What follows belongs to an exercise in optimizing a design on an open flow for small area; a production flow would make more cautious choices. Only simulation tests tie the RTL to the original design; equivalence was not proved. The clock port is modelled as an ideal driver; clocking choices that lean on that would not hold on a real chip. No activity file was given, so power comes from the tool's default toggle rates.

wip/pepper:
Design conv_l1, start of the top module:
module conv_l1(
    	input clk,
    	input reset,
    	input [7:0] pxl_in,
		input [7:0] kernel_00, input [7:0] kernel_01, input [7:0] kernel_02,
		input [7:0] kernel_10, input [7:0] kernel_11, input [7:0] kernel_12,
		input [7:0] kernel_20, input [7:0] kernel_21, input [7:0] kernel_22,
    	output [15:0] pxl_out,
		output valid
    );
	localparam ROW = 1200;	 
	localparam COL = 6;	 
	localparam DEPTH = 2*ROW + 2*COL;	 
	reg [8*DEPTH-1:0] line;
	always @(posedge clk)
		line <= {line[8*DEPTH-9:0], pxl_in};
	wire [7:0] x00 = line[8*(2*ROW+2*COL)-1 -: 8];
	wire [7:0] x01 = line[8*(2*ROW+COL)-1 -: 8];
	wire [7:0] x02 = line[8*(2*ROW)-1 -: 8];
	wire [7:0] x10 = line[8*(ROW+2*COL)-1 -: 8];
	wire [7:0] x11 = line[8*(ROW+COL)-1 -: 8];
	wire [7:0] x12 = line[8*ROW-1 -: 8];
	wire [7:0] x20 = line[8*(2*COL)-1 -: 8];
	wire [7:0] x21 = line[8*COL-1 -: 8];
	wire [15:0] sum;
	assign pxl_out = sum;
	wire sa1;
	wire sb2;
	wire sc3;
	wire sa4;
	wire sb5;
	wire sc6;
	wire sa7;
	wire sb8;
	wire sc9;
	wire sa10;
	wire sb11;
	wire sc12;
	wire sa13;
	wire sb14;
	wire sc15;
	wire sa16;
	wire sb17;
	wire sc18;
	wire sa19;
	wire sb20;
	wire sc21;
	wire sa22;
	wire sb23;
	wire sc24;
	wire c25;
	wire c26;
	wire c27;
	wire c28;
	wire pp29;
	wire pp31;
	wire pp33;
	wire pp35;
	wire pp37;
	wire pp39;
	wire pp41;
	wire pp43;
	wire pp45;
	wire pp47;
	wire pp49;
	wire pp51;
	wire pp53;
	wire pp55;
	wire pp57;
	wire pp59;
	wire pp61;
	wire pp63;
	wire pp65;
	wire pp67;
	wire pp69;
	wire pp71;
	wire pp73;
	wire pp75;
	wire pp77;
	wire pp79;
	wire pp81;
	wire pp83;
	wire pp85;
	wire pp87;
	wire pp89;
	wire pp91;
	wire pp93;
	wire pp95;
	wire pp97;
	wire pp99;
	wire pp101;
	wire pp103;
	wire pp105;
	wire pp107;
	wire c109;
	wire c110;
	wire c111;
	wire c112;
	wire pp113;
	wire pp115;
	wire pp117;
	wire pp119;
	wire pp121;
	wire pp123;
	wire pp125;
	wire pp127;
	wire pp129;
	wire pp131;
	wire pp133;
	wire pp135;
	wire pp137;
	wire pp139;
	wire pp141;
	wire pp143;
	wire pp145;
	wire pp147;
	wire pp149;
	wire pp151;
	wire pp153;
	wire pp155;
	wire pp157;
  ...
For scale: about 99 I/O pins, about 400000 sq um of cells after synthesis.
export LEC_CHECK = 0
export CAP_MARGIN = 20
export CORE_MARGIN = 2
export CORE_UTILIZATION = 60
export GPL_TIMING_DRIVEN = 0
export PLACE_DENSITY = 0.75
export SETUP_SLACK_MARGIN = 0.1
export SLEW_MARGIN = 20
export SYNTH_HIERARCHICAL = 1
create_clock -name core_clock -period 12.0 [get_ports {clk}]
standard.sh (not shown) runs the stock make flow with config.mk's settings and CLKGATE_MAP_FILE= SYNTH_SCRIPT=/design/flow/synth_recipe.tcl, a recipe that flattens the netlist after the stock synthesis.
==> flow/flow/run.sh <==
#!/bin/bash
# The standard layout (standard.sh) with a leaner clock tree: clock tree
# synthesis builds sink clusters of buf_12 without dummy loads, then
# post_cts.tcl resizes each leaf buffer to the smallest that keeps the
# flip-flop clock-pin slew under LEAF_SLEW_PS.
set -euo pipefail
here=$(cd "$(dirname "$0")" && pwd)
export CTS_ARGS="-sink_clustering_enable -repair_clock_nets -dont_use_dummy_load -sink_clustering_size 33 -sink_clustering_max_diameter 80 -buf_list sky130_fd_sc_hd__buf_12 -tree_buf sky130_fd_sc_hd__buf_8"
export POST_CTS_TCL="$here/post_cts.tcl"
export LEAF_SLEW_PS=118
export IO_CONSTRAINTS="$here/io.tcl"
export MIN_CLK_ROUTING_LAYER=met2
export BUFFER_PORTS_ARGS="-buffer_cell sky130_fd_sc_hd__buf_2"
bash standard.sh > standard.log 2>&1
==> flow/flow/post_cts.tcl <==
# Runs at the end of ORFS's CTS step (POST_CTS_TCL): resize the clock-tree
# leaf buffers to the smallest that keeps the flip-flop clock-pin slew low.
source [file join [file dirname [info script]] leafsize.tcl]
set_propagated_clock [all_clocks]
estimate_parasitics -placement
leaf_resize $::env(LEAF_SLEW_PS) {sky130_fd_sc_hd__buf_2 sky130_fd_sc_hd__buf_4 sky130_fd_sc_hd__buf_6 sky130_fd_sc_hd__buf_8 sky130_fd_sc_hd__buf_12 sky130_fd_sc_hd__clkbuf_16 sky130_fd_sc_hd__buf_16}
detailed_placement
check_placement -verbose
source [file join [file dirname [info script]] report_leaf.tcl]
report_leaf_slews [file join $::env(LOG_DIR) leaf_cts.txt]
==> flow/flow/report_leaf.tcl <==
# Report, per clock-tree leaf net, the worst flip-flop clock-pin slew (ps)
# with the parasitics estimated at this point of the flow.
proc report_leaf_slews {file} {
  set f [open $file w]
  foreach inst [[ord::get_db_block] getInsts] {
    if {![string match "clkbuf_*" [$inst getName]]} continue
    set out ""
    foreach it [$inst getITerms] { if {[$it isOutputSignal]} { set out [$it getNet] } }
    if {$out eq "" || $out eq "NULL"} continue
    set sinks [get_pins -of_objects [get_nets [$out getName]] -filter "direction==input"]
    set w 0
    foreach pin $sinks {
      foreach q {slew_max_rise slew_max_fall} { set s [get_property $pin $q]; if {$s > $w} { set w $s } }
    }
    puts $f "[$out getName] [[$inst getMaster] getName] [llength $sinks] [format %.2f [expr {$w*1000}]]"
  }
  close $f
}
Other scripts of this flow, unchanged in this note and not shown: flow/flow/io.tcl, flow/flow/leafsize.tcl
Inputs modified between wip/pepper and wip/raven:
--- a/flow/flow/run.sh
+++ b/flow/flow/run.sh
@@ -2,4 +2,10 @@
-# The standard layout (standard.sh) with a leaner clock tree: clock tree
-# synthesis builds sink clusters of buf_12 without dummy loads, then
-# post_cts.tcl resizes each leaf buffer to the smallest that keeps the
-# flip-flop clock-pin slew under LEAF_SLEW_PS.
+# The standard layout (standard.sh), run with these changes:
+# - clock tree synthesis builds sink clusters of 33 flip-flops driven by
+#   buf_12, with buf_8 above them and no dummy loads; post_cts.tcl then
+#   resizes each leaf buffer to the smallest that keeps the flip-flop
+#   clock-pin slew under LEAF_SLEW_PS (estimated after placement);
+# - io.tcl puts all ports next to each other on the left edge;
+# - every port gets a buf_2 as its port buffer (resized later as needed);
+# - clock nets may be routed from met2 up.
+# ORFS writes each step's full log under orfs/logs; make's own output goes
+# to standard.log.
--- a/flow/flow/post_cts.tcl
+++ b/flow/flow/post_cts.tcl
@@ -9,2 +8,0 @@
-source [file join [file dirname [info script]] report_leaf.tcl]
-report_leaf_slews [file join $::env(LOG_DIR) leaf_cts.txt]
--- a/flow/config.mk
+++ b/flow/config.mk
@@ -10 +10 @@
-export CORE_UTILIZATION = 60
+export CORE_UTILIZATION = 55
@@ -12 +12 @@
-export PLACE_DENSITY = 0.75
+export PLACE_DENSITY = 0.7
removed: flow/flow/report_leaf.tcl
==> comparison <==
wip/pepper completed; timing, DRC and antenna clean
No stage failed in wip/raven, and the final checks on the layout all came back clean.
Final period demand of the worst path (wip/raven over wip/pepper): decrease, 33 ps
Growth of design area from synthesis to finish in wip/raven vs wip/pepper: up 0.21 points
Tap cell instance count: higher on wip/raven
Going from wip/pepper to wip/raven, cell count after placement grew by a few percent.
> inputs changed (wip/raven -> wip/sierra)
--- a/flow/config.mk
+++ b/flow/config.mk
@@ -10 +10 @@
-export CORE_UTILIZATION = 55
+export CORE_UTILIZATION = 64
@@ -12 +12 @@
-export PLACE_DENSITY = 0.7
+export PLACE_DENSITY = 0.8
Cell count after placement went down by a few percent going from wip/raven to wip/sierra. wip/sierra -> wip/raven: proportion of layout cells with a drive suffix above 1 flat. As far as area fraction in compound gates after synthesis goes, wip/raven and wip/sierra are indistinguishable; the numbers are identical. The final reports for wip/sierra and wip/raven show overall fraction of global-route tracks in use higher in the former. wip/sierra vs. wip/raven: placeable core area -100000 sq um; number of design-rule violations left by the first detailed-router iteration increased by 552 relative to the old numbers.
--- input diff wip/sierra..wip/violet ---
--- a/flow/config.mk
+++ b/flow/config.mk
@@ -10 +10 @@
-export CORE_UTILIZATION = 64
+export CORE_UTILIZATION = 60
@@ -12 +12 @@
-export PLACE_DENSITY = 0.8
+export PLACE_DENSITY = 0.75
@@ -15,0 +16 @@
+export TNS_END_PERCENT = 10
Notes after the runs:
Summary of wip/violet and wip/sierra: one run falls short of a clean finish, namely wip/violet. [wip/violet] flow finished | final checks: failed | reasons: setup timing. Share of post-route cells with drive strength above 1 essentially unchanged between wip/sierra and wip/violet. NOTE: share of the clock period used by the worst path in wip/violet exceeds that of wip/sierra. Against wip/sierra, wip/violet comes in 3.0% lower on per-cell via count in the routed design. Diff wip/violet..wip/sierra | highest net fanout along the worst path | unchanged. Die height, wip/violet vs wip/sierra: up by a few percent. On post-route minimum period: wip/violet sits above wip/sierra. Taking wip/sierra as the reference, in wip/violet worst slack at placement saw an increase, design area saw little to no change, routed wire length saw a decrease, first-iteration DRC count saw a decrease. Sort wip/violet and wip/sierra by total chip power asc -> top: wip/violet.
Edits applied to the flow inputs when going from wip/violet to wip/onyx:
==> flow/flow/run.sh <==
#!/bin/bash
# The standard layout (standard.sh) with a leaner clock tree: clock tree
# synthesis builds sink clusters of buf_12 without dummy loads, then
# post_cts.tcl resizes each leaf buffer to the smallest that keeps the
# flip-flop clock-pin slew under LEAF_SLEW_PS.
set -euo pipefail
here=$(cd "$(dirname "$0")" && pwd)
export CTS_ARGS="-sink_clustering_enable -repair_clock_nets -dont_use_dummy_load -sink_clustering_size 33 -sink_clustering_max_diameter 80 -buf_list sky130_fd_sc_hd__buf_12 -tree_buf sky130_fd_sc_hd__buf_8"
export POST_CTS_TCL="$here/post_cts.tcl"
export LEAF_SLEW_PS=119
export IO_CONSTRAINTS="$here/io.tcl"
export BUFFER_PORTS_ARGS="-buffer_cell sky130_fd_sc_hd__buf_2"
bash standard.sh > standard.log 2>&1
--- a/flow/config.mk
+++ b/flow/config.mk
@@ -16 +15,0 @@
-export TNS_END_PERCENT = 10
[summary]
There was hardly any difference in die span in x between wip/onyx and wip/violet. Sort wip/violet and wip/onyx by sum of met3 wire segment lengths after detailed routing, ascending, and wip/violet comes first. The final worst-path setup slack of wip/onyx exceeds that of wip/violet by 190 ps. wip/onyx: flow completed, timing, DRC and antenna clean. The area growth from synthesis to final layout was comparable across wip/violet and wip/onyx. As far as number of port buffers goes, wip/onyx and wip/violet are indistinguishable; the numbers are identical. Taking wip/violet as the reference, in wip/onyx sequential portion of the cell area essentially unchanged; met2 wire length decreased about 6%.

[static timing again, ports no longer ideal]
Ports are ideal in the flow. The routed layouts listed here were re-timed in OpenROAD.
Step 1 assumes that a clkbuf_16 drives the clock port and a buf_2 every other input.
Step 2, shift: input delay + t, output delay - t, t = (earliest + latest rising clock arrival at the registers) / 2. This alone moves slack from input paths to output paths.
Three values: no drivers, after step 1, after step 2; two values: the first two.
run	shift t [ns]	setup WS [ns]	worst hold slack (ns)	clock arrival spread, ns	worst slew at a driven data input, ns
wip/pepper	1.161	0.098 / 0.037 / 0.037	0.237 / 0.237 / 0.237	0.246 / 0.246	0.18
wip/raven	1.169	0.131 / 0.037 / 0.037	0.190 / 0.190 / 0.190	0.245 / 0.244	0.19
wip/sierra	1.166	0.098 / 0.043 / 0.043	0.181 / 0.181 / 0.181	0.254 / 0.254	0.17
wip/violet	1.164	-0.051 / -0.114 / -0.114	0.235 / 0.235 / 0.235	0.246 / 0.245	0.21
wip/onyx	1.174	0.140 / 0.028 / 0.028	0.231 / 0.231 / 0.231	0.220 / 0.220	0.21
For wip/onyx, which loses most, drivers alone change the setup slack by -0.112 ns; drivers and shift together by -0.112 ns.
